From an optimization exercise on the open Yosys and OpenROAD flow, aimed at small area; shortcuts taken in it are not production practice. Only simulation tests tie the RTL to the original design; equivalence was not proved.

==> inputs of job 7396 <==
## duf_decoder
module duf_decoder (
    input clk,
    input reset,
    input [2:0] stage,
    input [17:0] is_error_syndromes,
    output [107:0] roots,
    output [17:0] is_odd_clusters,
    output [17:0] is_odd_cardinalities,
    output [17:0] is_touching_boundaries,
    output has_message_flying
);
reg [2:0] st;
reg spread_d, last_sync, last_grow;
always @(posedge clk) begin
    st <= reset ? 3'd0 : stage;
    spread_d <= !reset && st == 3'd1;
    last_sync <= !reset && st == 3'd3;
    last_grow <= !reset && st == 3'd2;
end
wire s_spread = st == 3'd1;
wire s_grow = st == 3'd2;
wire s_sync = st == 3'd3;
wire s_load = st == 3'd4;
wire clr = reset | s_load;
reg [4:0] p0_or, p0_ur, p0_l;
reg p0_e, p0_oc, p0_tb, p0_ocd, p0_sv, p0_g, p0_uv;
reg [1:0] p0_bi;
reg [6:0] p0_sm;
wire p0_uov, p0_inc;
reg [4:0] p1_or, p1_ur, p1_l;
reg p1_e, p1_oc, p1_tb, p1_ocd, p1_sv, p1_g, p1_uv;
reg [1:0] p1_bi;
reg [6:0] p1_sm;
wire p1_uov, p1_inc;
reg [4:0] p2_or, p2_ur, p2_l;
reg p2_e, p2_oc, p2_tb, p2_ocd, p2_sv, p2_g, p2_uv;
reg [1:0] p2_bi;
reg [6:0] p2_sm;
wire p2_uov, p2_inc;
reg [4:0] p3_or, p3_ur, p3_l;
reg p3_e, p3_oc, p3_tb, p3_ocd, p3_sv, p3_g, p3_uv;
reg [1:0] p3_bi;
reg [6:0] p3_sm;
wire p3_uov, p3_inc;
reg [4:0] p4_or, p4_ur, p4_l;
reg p4_e, p4_oc, p4_tb, p4_ocd, p4_sv, p4_g, p4_uv;
reg [1:0] p4_bi;
reg [6:0] p4_sm;
wire p4_uov, p4_inc;
reg [4:0] p5_or, p5_ur, p5_l;
reg p5_e, p5_oc, p5_tb, p5_ocd, p5_sv, p5_g, p5_uv;
  ...
Settings: LEC_CHECK=0, CAP_MARGIN=20, CORE_MARGIN=2, CORE_UTILIZATION=65, SLEW_MARGIN=20; clock period 12.0 ns.
standard.sh (not shown) runs the stock make flow with config.mk's settings and CLKGATE_MAP_FILE= SYNTH_SCRIPT=/design/flow/synth_recipe.tcl, a recipe that flattens the netlist after the stock synthesis.
==> flow/flow/run.sh <==
#!/bin/bash
# Own layout flow: the standard ORFS flow (standard.sh), with two changes:
#  - synthesis is synth_recipe.tcl unchanged except that ABC maps with flow/area.abc
#    (an area-oriented mapping) instead of ORFS's script; registers are untouched;
#  - CTS uses small clock buffers and no dummy loads.
# Each tool's output goes to a log file in this folder (and ORFS's own logs under orfs/logs).
set -euo pipefail
W=$(pwd)
cat > "$W/own_synth.tcl" <<EOT
proc abc {args} {
  set i [lsearch -exact \$args -script]
  if {\$i >= 0} { lset args [expr {\$i + 1}] {$W/flow/area.abc} }
  yosys abc {*}\$args
}
source {$W/synth_recipe.tcl}
EOT
CTS="-sink_clustering_enable -repair_clock_nets -dont_use_dummy_load"
if [[ -f flow/cts_bufs.txt ]]; then CTS="$CTS -buf_list {$(cat flow/cts_bufs.txt)}"; fi
bash standard.sh "SYNTH_SCRIPT=$W/own_synth.tcl" "CTS_ARGS=$CTS" finish > "$W/orfs_make.log" 2>&1
==> flow/flow/area.abc <==
strash; &get -n; &dch; &nf -R 1000; &put; topo; dnsize -c
==> flow/flow/cts_bufs.txt <==
sky130_fd_sc_hd__clkbuf_4 sky130_fd_sc_hd__clkbuf_8
==> job 3259 (differences from job 7396) <==
--- a/flow/design.v
+++ b/flow/design.v
@@ -525,17 +525,17 @@
     end else if (s_load) begin
         p0_or <= 5'd0; p0_ur <= 5'd0; p0_e <= is_error_syndromes[0]; p0_bi <= 2'd0;
         p0_oc <= is_error_syndromes[0]; p0_tb <= 1'b0; p0_ocd <= is_error_syndromes[0];
     end
     if (reset || s_load) p0_sv <= 1'b0;
     else if (p0_gen && s_spread) p0_sv <= 1'b1;
     else if (p0_iso && !p0_ev) p0_sv <= 1'b0;
     if (p0_gen) p0_sm <= {p0_nur, p0_tc, p0_tt};
-    p0_l <= clr ? 5'd0 : p0_or;
+    p0_l <= p0_or;   
     p0_g <= p0_l == p0_or;
     p0_uv <= !clr && p0_uov;
 end
 assign roots[5:0] = {p0_ur[4:1], 1'b0, p0_ur[0]};
 assign is_odd_clusters[0] = p0_oc;
 assign is_odd_cardinalities[0] = p0_ocd;
 assign is_touching_boundaries[0] = p0_tb;
 wire p1_acc0 = p3_uv && ((lk3[1] && !last_sync) ? p1_g : eq3);
@@ -641,17 +641,17 @@
     end else if (s_load) begin
         p1_or <= 5'd1; p1_ur <= 5'd1; p1_e <= is_error_syndromes[1]; p1_bi <= 2'd0;
         p1_oc <= is_error_syndromes[1]; p1_tb <= 1'b0; p1_ocd <= is_error_syndromes[1];
     end
     if (reset || s_load) p1_sv <= 1'b0;
     else if (p1_gen && s_spread) p1_sv <= 1'b1;
     else if (p1_iso && !p1_ev) p1_sv <= 1'b0;
     if (p1_gen) p1_sm <= {p1_nur, p1_tc, p1_tt};
-    p1_l <= clr ? 5'd0 : p1_or;
+    p1_l <= p1_or;   
     p1_g <= p1_l == p1_or;
     p1_uv <= !clr && p1_uov;
 end
 assign roots[11:6] = {p1_ur[4:1], 1'b0, p1_ur[0]};
 assign is_odd_clusters[1] = p1_oc;
 assign is_odd_cardinalities[1] = p1_ocd;
 assign is_touching_boundaries[1] = p1_tb;
 wire p2_acc0 = p0_uv && ((lk0[1] && !last_sync) ? p2_g : eq0);
@@ -774,17 +774,17 @@
     end else if (s_load) begin
         p2_or <= 5'd2; p2_ur <= 5'd2; p2_e <= is_error_syndromes[2]; p2_bi <= 2'd0;
         p2_oc <= is_error_syndromes[2]; p2_tb <= 1'b0; p2_ocd <= is_error_syndromes[2];
     end
     if (reset || s_load) p2_sv <= 1'b0;
     else if (p2_gen && s_spread) p2_sv <= 1'b1;
     else if (p2_iso && !p2_ev) p2_sv <= 1'b0;
     if (p2_gen) p2_sm <= {p2_nur, p2_tc, p2_tt};
-    p2_l <= clr ? 5'd0 : p2_or;
+    p2_l <= p2_or;   
     p2_g <= p2_l == p2_or;
     p2_uv <= !clr && p2_uov;
 end
 assign roots[17:12] = {p2_ur[4:1], 1'b0, p2_ur[0]};
 assign is_odd_clusters[2] = p2_oc;
 assign is_odd_cardinalities[2] = p2_ocd;
 assign is_touching_boundaries[2] = p2_tb;
 wire p3_acc0 = p1_uv && ((lk3[1] && !last_sync) ? p3_g : eq3);
@@ -907,17 +907,17 @@
     end else if (s_load) begin
         p3_or <= 5'd3; p3_ur <= 5'd3; p3_e <= is_error_syndromes[3]; p3_bi <= 2'd0;
         p3_oc <= is_error_syndromes[3]; p3_tb <= 1'b0; p3_ocd <= is_error_syndromes[3];
     end
     if (reset || s_load) p3_sv <= 1'b0;
     else if (p3_gen && s_spread) p3_sv <= 1'b1;
     else if (p3_iso && !p3_ev) p3_sv <= 1'b0;
     if (p3_gen) p3_sm <= {p3_nur, p3_tc, p3_tt};
-    p3_l <= clr ? 5'd0 : p3_or;
+    p3_l <= p3_or;   
     p3_g <= p3_l == p3_or;
     p3_uv <= !clr && p3_uov;
 end
 assign roots[23:18] = {p3_ur[4:1], 1'b0, p3_ur[0]};
 assign is_odd_clusters[3] = p3_oc;
 assign is_odd_cardinalities[3] = p3_ocd;
 assign is_touching_boundaries[3] = p3_tb;
 wire p4_acc0 = p2_uv && ((lk5[1] && !last_sync) ? p4_g : eq5);
@@ -1023,17 +1023,17 @@
     end else if (s_load) begin
         p4_or <= 5'd4; p4_ur <= 5'd4; p4_e <= is_error_syndromes[4]; p4_bi <= 2'd0;
         p4_oc <= is_error_syndromes[4]; p4_tb <= 1'b0; p4_ocd <= is_error_syndromes[4];
     end
     if (reset || s_load) p4_sv <= 1'b0;
     else if (p4_gen && s_spread) p4_sv <= 1'b1;
     else if (p4_iso && !p4_ev) p4_sv <= 1'b0;
     if (p4_gen) p4_sm <= {p4_nur, p4_tc, p4_tt};
-    p4_l <= clr ? 5'd0 : p4_or;
+    p4_l <= p4_or;   
     p4_g <= p4_l == p4_or;
     p4_uv <= !clr && p4_uov;
 end
 assign roots[29:24] = {p4_ur[4:1], 1'b0, p4_ur[0]};
 assign is_odd_clusters[4] = p4_oc;
 assign is_odd_cardinalities[4] = p4_ocd;
 assign is_touching_boundaries[4] = p4_tb;
 wire p5_acc0 = p3_uv && ((lk8[1] && !last_sync) ? p5_g : eq8);
@@ -1139,17 +1139,17 @@
     end else if (s_load) begin
         p5_or <= 5'd5; p5_ur <= 5'd5; p5_e <= is_error_syndromes[5]; p5_bi <= 2'd0;
         p5_oc <= is_error_syndromes[5]; p5_tb <= 1'b0; p5_ocd <= is_error_syndromes[5];
     end
     if (reset || s_load) p5_sv <= 1'b0;
     else if (p5_gen && s_spread) p5_sv <= 1'b1;
     else if (p5_iso && !p5_ev) p5_sv <= 1'b0;
     if (p5_gen) p5_sm <= {p5_nur, p5_tc, p5_tt};
-    p5_l <= clr ? 5'd0 : p5_or;
+    p5_l <= p5_or;   
     p5_g <= p5_l == p5_or;
     p5_uv <= !clr && p5_uov;
 end
 assign roots[35:30] = {p5_ur[4:1], 1'b0, p5_ur[0]};
 assign is_odd_clusters[5] = p5_oc;
 assign is_odd_cardinalities[5] = p5_ocd;
 assign is_touching_boundaries[5] = p5_tb;
 wire p6_acc0 = p8_uv && ((lk13[1] && !last_sync) ? p6_g : eq13);
@@ -1272,17 +1272,17 @@
     end else if (s_load) begin
         p6_or <= 5'd8; p6_ur <= 5'd8; p6_e <= is_error_syndromes[6]; p6_bi <= 2'd0;
         p6_oc <= is_error_syndromes[6]; p6_tb <= 1'b0; p6_ocd <= is_error_syndromes[6];
     end
     if (reset || s_load) p6_sv <= 1'b0;
     else if (p6_gen && s_spread) p6_sv <= 1'b1;
     else if (p6_iso && !p6_ev) p6_sv <= 1'b0;
     if (p6_gen) p6_sm <= {p6_nur, p6_tc, p6_tt};
-    p6_l <= clr ? 5'd0 : p6_or;
+    p6_l <= p6_or;   
     p6_g <= p6_l == p6_or;
     p6_uv <= !clr && p6_uov;
 end
 assign roots[41:36] = {p6_ur[4:1], 1'b0, p6_ur[0]};
 assign is_odd_clusters[6] = p6_oc;
 assign is_odd_cardinalities[6] = p6_ocd;
 assign is_touching_boundaries[6] = p6_tb;
 wire p7_acc0 = p9_uv && ((lk16[1] && !last_sync) ? p7_g : eq16);
@@ -1405,17 +1405,17 @@
     end else if (s_load) begin
         p7_or <= 5'd9; p7_ur <= 5'd9; p7_e <= is_error_syndromes[7]; p7_bi <= 2'd0;
         p7_oc <= is_error_syndromes[7]; p7_tb <= 1'b0; p7_ocd <= is_error_syndromes[7];
     end
     if (reset || s_load) p7_sv <= 1'b0;
     else if (p7_gen && s_spread) p7_sv <= 1'b1;
     else if (p7_iso && !p7_ev) p7_sv <= 1'b0;
     if (p7_gen) p7_sm <= {p7_nur, p7_tc, p7_tt};
-    p7_l <= clr ? 5'd0 : p7_or;
+    p7_l <= p7_or;   
     p7_g <= p7_l == p7_or;
     p7_uv <= !clr && p7_uov;
 end
 assign roots[47:42] = {p7_ur[4:1], 1'b0, p7_ur[0]};
 assign is_odd_clusters[7] = p7_oc;
 assign is_odd_cardinalities[7] = p7_ocd;
 assign is_touching_boundaries[7] = p7_tb;
 wire p8_acc0 = p6_uv && ((lk13[1] && !last_sync) ? p8_g : eq13);
@@ -1555,17 +1555,17 @@
     end else if (s_load) begin
         p8_or <= 5'd10; p8_ur <= 5'd10; p8_e <= is_error_syndromes[8]; p8_bi <= 2'd0;
         p8_oc <= is_error_syndromes[8]; p8_tb <= 1'b0; p8_ocd <= is_error_syndromes[8];
     end
     if (reset || s_load) p8_sv <= 1'b0;
     else if (p8_gen && s_spread) p8_sv <= 1'b1;
     else if (p8_iso && !p8_ev) p8_sv <= 1'b0;
     if (p8_gen) p8_sm <= {p8_nur, p8_tc, p8_tt};
-    p8_l <= clr ? 5'd0 : p8_or;
+    p8_l <= p8_or;   
     p8_g <= p8_l == p8_or;
     p8_uv <= !clr && p8_uov;
 end
 assign roots[53:48] = {p8_ur[4:1], 1'b0, p8_ur[0]};
 assign is_odd_clusters[8] = p8_oc;
 assign is_odd_cardinalities[8] = p8_ocd;
 assign is_touching_boundaries[8] = p8_tb;
 wire p9_acc0 = p7_uv && ((lk16[1] && !last_sync) ? p9_g : eq16);
@@ -1705,17 +1705,17 @@
     end else if (s_load) begin
         p9_or <= 5'd11; p9_ur <= 5'd11; p9_e <= is_error_syndromes[9]; p9_bi <= 2'd0;
         p9_oc <= is_error_syndromes[9]; p9_tb <= 1'b0; p9_ocd <= is_error_syndromes[9];
     end
     if (reset || s_load) p9_sv <= 1'b0;
     else if (p9_gen && s_spread) p9_sv <= 1'b1;
     else if (p9_iso && !p9_ev) p9_sv <= 1'b0;
     if (p9_gen) p9_sm <= {p9_nur, p9_tc, p9_tt};
-    p9_l <= clr ? 5'd0 : p9_or;
+    p9_l <= p9_or;   
     p9_g <= p9_l == p9_or;
     p9_uv <= !clr && p9_uov;
 end
 assign roots[59:54] = {p9_ur[4:1], 1'b0, p9_ur[0]};
 assign is_odd_clusters[9] = p9_oc;
 assign is_odd_cardinalities[9] = p9_ocd;
 assign is_touching_boundaries[9] = p9_tb;
 wire p10_acc0 = p8_uv && ((lk18[1] && !last_sync) ? p10_g : eq18);
@@ -1838,17 +1838,17 @@
     end else if (s_load) begin
         p10_or <= 5'd12; p10_ur <= 5'd12; p10_e <= is_error_syndromes[10]; p10_bi <= 2'd0;
         p10_oc <= is_error_syndromes[10]; p10_tb <= 1'b0; p10_ocd <= is_error_syndromes[10];
     end
     if (reset || s_load) p10_sv <= 1'b0;
     else if (p10_gen && s_spread) p10_sv <= 1'b1;
     else if (p10_iso && !p10_ev) p10_sv <= 1'b0;
     if (p10_gen) p10_sm <= {p10_nur, p10_tc, p10_tt};
-    p10_l <= clr ? 5'd0 : p10_or;
+    p10_l <= p10_or;   
     p10_g <= p10_l == p10_or;
     p10_uv <= !clr && p10_uov;
 end
 assign roots[65:60] = {p10_ur[4:1], 1'b0, p10_ur[0]};
 assign is_odd_clusters[10] = p10_oc;
 assign is_odd_cardinalities[10] = p10_ocd;
 assign is_touching_boundaries[10] = p10_tb;
 wire p11_acc0 = p9_uv && ((lk21[1] && !last_sync) ? p11_g : eq21);
@@ -1971,17 +1971,17 @@
     end else if (s_load) begin
         p11_or <= 5'd13; p11_ur <= 5'd13; p11_e <= is_error_syndromes[11]; p11_bi <= 2'd0;
         p11_oc <= is_error_syndromes[11]; p11_tb <= 1'b0; p11_ocd <= is_error_syndromes[11];
     end
     if (reset || s_load) p11_sv <= 1'b0;
     else if (p11_gen && s_spread) p11_sv <= 1'b1;
     else if (p11_iso && !p11_ev) p11_sv <= 1'b0;
     if (p11_gen) p11_sm <= {p11_nur, p11_tc, p11_tt};
-    p11_l <= clr ? 5'd0 : p11_or;
+    p11_l <= p11_or;   
     p11_g <= p11_l == p11_or;
     p11_uv <= !clr && p11_uov;
 end
 assign roots[71:66] = {p11_ur[4:1], 1'b0, p11_ur[0]};
 assign is_odd_clusters[11] = p11_oc;
 assign is_odd_cardinalities[11] = p11_ocd;
 assign is_touching_boundaries[11] = p11_tb;
 wire p12_acc0 = p14_uv && ((lk26[1] && !last_sync) ? p12_g : eq26);
@@ -2087,17 +2087,17 @@
     end else if (s_load) begin
         p12_or <= 5'd16; p12_ur <= 5'd16; p12_e <= is_error_syndromes[12]; p12_bi <= 2'd0;
         p12_oc <= is_error_syndromes[12]; p12_tb <= 1'b0; p12_ocd <= is_error_syndromes[12];
     end
     if (reset || s_load) p12_sv <= 1'b0;
     else if (p12_gen && s_spread) p12_sv <= 1'b1;
     else if (p12_iso && !p12_ev) p12_sv <= 1'b0;
     if (p12_gen) p12_sm <= {p12_nur, p12_tc, p12_tt};
-    p12_l <= clr ? 5'd0 : p12_or;
+    p12_l <= p12_or;   
     p12_g <= p12_l == p12_or;
     p12_uv <= !clr && p12_uov;
 end
 assign roots[77:72] = {p12_ur[4:1], 1'b0, p12_ur[0]};
 assign is_odd_clusters[12] = p12_oc;
 assign is_odd_cardinalities[12] = p12_ocd;
 assign is_touching_boundaries[12] = p12_tb;
 wire p13_acc0 = p15_uv && ((lk28[1] && !last_sync) ? p13_g : eq28);
@@ -2203,17 +2203,17 @@
     end else if (s_load) begin
         p13_or <= 5'd17; p13_ur <= 5'd17; p13_e <= is_error_syndromes[13]; p13_bi <= 2'd0;
         p13_oc <= is_error_syndromes[13]; p13_tb <= 1'b0; p13_ocd <= is_error_syndromes[13];
     end
     if (reset || s_load) p13_sv <= 1'b0;
     else if (p13_gen && s_spread) p13_sv <= 1'b1;
     else if (p13_iso && !p13_ev) p13_sv <= 1'b0;
     if (p13_gen) p13_sm <= {p13_nur, p13_tc, p13_tt};
-    p13_l <= clr ? 5'd0 : p13_or;
+    p13_l <= p13_or;   
     p13_g <= p13_l == p13_or;
     p13_uv <= !clr && p13_uov;
 end
 assign roots[83:78] = {p13_ur[4:1], 1'b0, p13_ur[0]};
 assign is_odd_clusters[13] = p13_oc;
 assign is_odd_cardinalities[13] = p13_ocd;
 assign is_touching_boundaries[13] = p13_tb;
 wire p14_acc0 = p12_uv && ((lk26[1] && !last_sync) ? p14_g : eq26);
@@ -2336,17 +2336,17 @@
     end else if (s_load) begin
         p14_or <= 5'd18; p14_ur <= 5'd18; p14_e <= is_error_syndromes[14]; p14_bi <= 2'd0;
         p14_oc <= is_error_syndromes[14]; p14_tb <= 1'b0; p14_ocd <= is_error_syndromes[14];
     end
     if (reset || s_load) p14_sv <= 1'b0;
     else if (p14_gen && s_spread) p14_sv <= 1'b1;
     else if (p14_iso && !p14_ev) p14_sv <= 1'b0;
     if (p14_gen) p14_sm <= {p14_nur, p14_tc, p14_tt};
-    p14_l <= clr ? 5'd0 : p14_or;
+    p14_l <= p14_or;   
     p14_g <= p14_l == p14_or;
     p14_uv <= !clr && p14_uov;
 end
 assign roots[89:84] = {p14_ur[4:1], 1'b0, p14_ur[0]};
 assign is_odd_clusters[14] = p14_oc;
 assign is_odd_cardinalities[14] = p14_ocd;
 assign is_touching_boundaries[14] = p14_tb;
 wire p15_acc0 = p13_uv && ((lk28[1] && !last_sync) ? p15_g : eq28);
@@ -2469,17 +2469,17 @@
     end else if (s_load) begin
         p15_or <= 5'd19; p15_ur <= 5'd19; p15_e <= is_error_syndromes[15]; p15_bi <= 2'd0;
         p15_oc <= is_error_syndromes[15]; p15_tb <= 1'b0; p15_ocd <= is_error_syndromes[15];
     end
     if (reset || s_load) p15_sv <= 1'b0;
     else if (p15_gen && s_spread) p15_sv <= 1'b1;
     else if (p15_iso && !p15_ev) p15_sv <= 1'b0;
     if (p15_gen) p15_sm <= {p15_nur, p15_tc, p15_tt};
-    p15_l <= clr ? 5'd0 : p15_or;
+    p15_l <= p15_or;   
     p15_g <= p15_l == p15_or;
     p15_uv <= !clr && p15_uov;
 end
 assign roots[95:90] = {p15_ur[4:1], 1'b0, p15_ur[0]};
 assign is_odd_clusters[15] = p15_oc;
 assign is_odd_cardinalities[15] = p15_ocd;
 assign is_touching_boundaries[15] = p15_tb;
 wire p16_acc0 = p14_uv && ((lk29[1] && !last_sync) ? p16_g : eq29);
@@ -2585,17 +2585,17 @@
     end else if (s_load) begin
         p16_or <= 5'd20; p16_ur <= 5'd20; p16_e <= is_error_syndromes[16]; p16_bi <= 2'd0;
         p16_oc <= is_error_syndromes[16]; p16_tb <= 1'b0; p16_ocd <= is_error_syndromes[16];
     end
     if (reset || s_load) p16_sv <= 1'b0;
     else if (p16_gen && s_spread) p16_sv <= 1'b1;
     else if (p16_iso && !p16_ev) p16_sv <= 1'b0;
     if (p16_gen) p16_sm <= {p16_nur, p16_tc, p16_tt};
-    p16_l <= clr ? 5'd0 : p16_or;
+    p16_l <= p16_or;   
     p16_g <= p16_l == p16_or;
     p16_uv <= !clr && p16_uov;
 end
 assign roots[101:96] = {p16_ur[4:1], 1'b0, p16_ur[0]};
 assign is_odd_clusters[16] = p16_oc;
 assign is_odd_cardinalities[16] = p16_ocd;
 assign is_touching_boundaries[16] = p16_tb;
 wire p17_acc0 = p15_uv && ((lk31[1] && !last_sync) ? p17_g : eq31);
@@ -2701,17 +2701,17 @@
     end else if (s_load) begin
         p17_or <= 5'd21; p17_ur <= 5'd21; p17_e <= is_error_syndromes[17]; p17_bi <= 2'd0;
         p17_oc <= is_error_syndromes[17]; p17_tb <= 1'b0; p17_ocd <= is_error_syndromes[17];
     end
     if (reset || s_load) p17_sv <= 1'b0;
     else if (p17_gen && s_spread) p17_sv <= 1'b1;
     else if (p17_iso && !p17_ev) p17_sv <= 1'b0;
     if (p17_gen) p17_sm <= {p17_nur, p17_tc, p17_tt};
-    p17_l <= clr ? 5'd0 : p17_or;
+    p17_l <= p17_or;   
     p17_g <= p17_l == p17_or;
     p17_uv <= !clr && p17_uov;
 end
 assign roots[107:102] = {p17_ur[4:1], 1'b0, p17_ur[0]};
 assign is_odd_clusters[17] = p17_oc;
 assign is_odd_cardinalities[17] = p17_ocd;
 assign is_touching_boundaries[17] = p17_tb;
 always @(posedge clk) begin
==> flow/flow/run.sh (replaced) <==
#!/bin/bash
# Own layout flow: the standard ORFS flow (standard.sh) with these changes:
#  - synthesis is synth_recipe.tcl unchanged except that ABC maps with flow/area.abc
#    (an area-oriented mapping) instead of ORFS's script; registers are untouched;
#  - CTS uses clkbuf_8 with larger sink clusters and no dummy loads (the clock tree
#    stays balanced: every register is reached through the same number of buffers);
#  - the port buffers that the standard flow inserts on every input and output are buf_1.
# Each tool's output goes to its own log under orfs/logs/ (ORFS), and make's to orfs_make.log.
set -euo pipefail
W=$(pwd)
cat > "$W/own_synth.tcl" <<EOT
proc abc {args} {
  set i [lsearch -exact \$args -script]
  if {\$i >= 0} { lset args [expr {\$i + 1}] {$W/flow/area.abc} }
  yosys abc {*}\$args
}
source {$W/synth_recipe.tcl}
EOT
CTS="-sink_clustering_enable -repair_clock_nets -dont_use_dummy_load -buf_list sky130_fd_sc_hd__clkbuf_8 -sink_clustering_size 16 -sink_clustering_max_diameter 60"
PORTS="-inputs -outputs -buffer_cell sky130_fd_sc_hd__buf_1"
bash standard.sh "SYNTH_SCRIPT=$W/own_synth.tcl" "CTS_ARGS=$CTS" "BUFFER_PORTS_ARGS=$PORTS" finish > "$W/orfs_make.log" 2>&1
==> flow/config.mk (replaced) <==
export PLATFORM = sky130hd
export DESIGN_NAME = duf_decoder
export DESIGN_NICKNAME = duf_decoder
export VERILOG_FILES = /design/flow/design.v
export SDC_FILE = /design/flow/constraint.sdc
export NUM_CORES = 4
export LEC_CHECK = 0
export CAP_MARGIN = 20
export CORE_MARGIN = 2
export CORE_UTILIZATION = 45
export SLEW_MARGIN = 20
removed: flow/flow/cts_bufs.txt
==> notes <==
Job 3259 produced a clean layout. Job 7396 went through all stages and came out clean.
Cell count: job 7396 is lower than job 3259 (4.4%).
In job 7396 the sequential share of layout area is lower than in job 3259, by 1.2 points.
Of job 7396 and job 3259, job 3259 has the higher die area (gap 30%, measured against job 3259).
Between job 3259 and job 7396, the lower synthesized cell count is in job 3259 (gap about 0.56%, measured against job 7396).
Global-route usage: job 7396 is higher than job 3259 (15 points).
Clock skew: job 3259 is higher than job 7396 (0.046 ns).

separate check: timing with driven ports:
No port has a modelled driver above. Below, the same layouts with a new extraction and two added sets of constraints. Step 1: set_driving_cell puts a clkbuf_16 on clk and a buf_2 on each other input, an assumption about the parent block. Step 2 also shifts input and output timing later by t, the mid clock arrival at the registers, as if the neighbouring blocks saw the same clock. a / b / c = ideal ports / drivers / drivers and shift; a / b = the first two.
run | t, ns | setup WS [ns] | clock arrival spread, ns
job 7396 | 1.123 | 3.702 / 3.702 / 3.702 | 0.083 / 0.084
job 3259 | 1.058 | 3.109 / 3.109 / 3.109 | 0.141 / 0.141
After both steps every run listed still meets setup and hold.
